From an optimization exercise on the open Yosys and OpenROAD flow, aimed at small area and a short achievable clock period; shortcuts taken in it are not production practice.
The RTL was checked by simulation tests, not by an equivalence proof against the original design.

==> inputs of v36 <==
==> flow/design.v (excerpt) <==
module Filter_IIR(Output, Input, clk, reset);
  input clk;
  input reset;
  input [31:0] Input;
  output [31:0] Output;
  reg [22:0] s1_d1, s1_d2;
  reg [22:0] s2_d1, s2_d2;
  reg [22:0] s3_d1, s3_d2;
  wire n0, n1;
  iir_ha un0 (.a(s1_d1[7]), .b(s1_d1[4]), .s(n0), .co(n1));
  wire n2, n3;
  iir_ha un2 (.a(s1_d1[8]), .b(s1_d1[5]), .s(n2), .co(n3));
  wire n4, n5;
  iir_ha un4 (.a(s1_d1[9]), .b(s1_d1[6]), .s(n4), .co(n5));
  wire n6, n7;
  iir_ha un6 (.a(s1_d1[10]), .b(s1_d1[7]), .s(n6), .co(n7));
  wire n8, n9;
  iir_ha un8 (.a(s1_d1[11]), .b(s1_d1[8]), .s(n8), .co(n9));
  wire n10, n11;
  iir_ha un10 (.a(s1_d1[12]), .b(s1_d1[9]), .s(n10), .co(n11));
  wire n12, n13;
  iir_ha un12 (.a(s1_d1[13]), .b(s1_d1[10]), .s(n12), .co(n13));
  wire n14, n15;
  iir_ha un14 (.a(s1_d1[14]), .b(s1_d1[11]), .s(n14), .co(n15));
  wire n16, n17;
  iir_ha un16 (.a(s1_d1[15]), .b(s1_d1[12]), .s(n16), .co(n17));
  wire n18, n19;
  iir_ha un18 (.a(s1_d1[16]), .b(s1_d1[13]), .s(n18), .co(n19));
  wire n20, n21;
  iir_ha un20 (.a(s1_d1[17]), .b(s1_d1[14]), .s(n20), .co(n21));
  wire n22, n23;
  iir_ha un22 (.a(s1_d1[18]), .b(s1_d1[15]), .s(n22), .co(n23));
  wire n24 = s1_d1[22] ^ s1_d1[19];
  wire n25 = s1_d1[22] | s1_d1[19];
  wire n26, n27;
  iir_ha un26 (.a(s1_d1[9]), .b(s1_d1[6]), .s(n26), .co(n27));
  wire n28, n29;
  iir_fa un28 (.a(s1_d1[9]), .b(s1_d1[10]), .c(s1_d1[1]), .s(n28), .co(n29));
  wire n30 = ~n1;
  wire n31, n32;
  iir_fa un31 (.a(s1_d1[11]), .b(s1_d1[2]), .c(n30), .s(n31), .co(n32));
  wire n33 = ~n3;
  wire n34, n35;
  iir_fa un34 (.a(s1_d1[12]), .b(s1_d1[3]), .c(n33), .s(n34), .co(n35));
  wire n36 = ~n5;
  wire n37, n38;
  iir_fa un37 (.a(s1_d1[13]), .b(s1_d1[4]), .c(n36), .s(n37), .co(n38));
  wire n39 = ~n7;
  wire n40, n41;
  iir_fa un40 (.a(s1_d1[14]), .b(s1_d1[5]), .c(n39), .s(n40), .co(n41));
  wire n42 = ~n9;
  wire n43, n44;
  iir_fa un43 (.a(s1_d1[15]), .b(s1_d1[6]), .c(n42), .s(n43), .co(n44));
  ...
clock: 40.0 ns
lec_check: 0
cap_margin: 20
core_margin: 2
core_utilization: 40
slew_margin: 20
synth_hierarchical: 1
synth_minimum_keep_size: 0
standard.sh (not shown) runs the stock make flow with config.mk's settings and CLKGATE_MAP_FILE= SYNTH_SCRIPT=/design/flow/synth_recipe.tcl, a recipe that flattens the netlist after the stock synthesis.
==> flow/flow/run.sh <==
#!/bin/bash
export BUFFER_PORTS_ARGS="-buffer_cell sky130_fd_sc_hd__buf_2"
bash standard.sh > standard.log 2>&1
==> v14 (differences from v36) <==
Settings changed: CORE_UTILIZATION 40 to 60, GPL_TIMING_DRIVEN from default to 1.
==> v10 (differences from v36) <==
==> flow/run.sh (new file) <==
#!/bin/bash
# synth_recipe.tcl (not shown) runs the flow's synth.tcl, then flattens the netlist and writes it again
# the make line also repeats each setting of config.mk as NAME=value (left out here)
make -C /OpenROAD-flow-scripts/flow DESIGN_CONFIG=/design/flow/config.mk WORK_HOME=/design/flow/orfs CLKGATE_MAP_FILE= SYNTH_SCRIPT=/design/flow/synth_recipe.tcl finish
removed: flow/flow/run.sh
removed: flow/standard.sh
==> results.sh <==
export IMPL_fin_area_um2=33200
export IMPL_via_per_inst=5.25
export IMPL_cp_endpoint="Output[28]"
export IMPL_die_area_um2=54200
export IMPL_outcome="no timing/DRC/antenna violations"
export IMPL_use_met3_pct=4.69
export IMPL_whs_ps=502
export IMPL_min_from="s1_d1[0]"
export IMPL_tightest_slew_ps=944
Source of the figures above: v14

==> results.sh <==
export IMPL_fin_area_um2=33500
export IMPL_outcome="no timing/DRC/antenna violations"
export IMPL_tightest_slew_ps=1010
export IMPL_min_from="s1_d1[0]"
export IMPL_use_met3_pct=2.09
export IMPL_die_area_um2=80800
export IMPL_cp_endpoint="Output[27]"
export IMPL_whs_ps=473
export IMPL_grt_pass1_vias=19900
Source of the figures above: v36

==> results.sh <==
export IMPL_die_area_um2=80800
export IMPL_tightest_slew_ps=975
export IMPL_via_per_inst=4.70
export IMPL_cts_clk_slew_worst_paths_ps=70
export IMPL_cp_arrival_ps=24490
export IMPL_min_from="s1_d1[22]"
export IMPL_use_met3_pct=1.93
export IMPL_rr_worst_depth=75
export IMPL_slew_headroom_pct=34.8
export IMPL_outcome="no timing/DRC/antenna violations"
Source of the figures above: v10

## re-timing with driven ports
Ports are ideal in the flow. The routed layouts listed here were re-timed in OpenROAD.
Step 1, drivers: a clkbuf_16 drives clk and a buf_2 each remaining input, both assumed.
Step 2, shift: input delay + t, output delay - t, t = (earliest + latest rising clock arrival at the registers) / 2. This alone moves slack from input paths to output paths.
Slacks: ideal / step 1 / step 2; pairs: ideal / step 1.
| run | t (ns) | slack for setup (ns) | clock arrival spread, ns | slew at the worst register clock pin (ns) | worst data-port slew with drivers (ns) |
|---|---|---|---|---|---|
| v36 | 0.550 | 8.051 / 7.989 / 8.539 | 0.012 / 0.011 | 0.07 / 0.07 | 0.04 |
| v14 | 0.534 | 8.175 / 8.115 / 8.649 | 0.016 / 0.016 | 0.07 / 0.07 | 0.08 |
| v10 | 0.552 | 7.512 / 7.451 / 7.646 | 0.013 / 0.013 | 0.07 / 0.07 | 0.06 |
After both steps setup and hold are still met in every run listed.
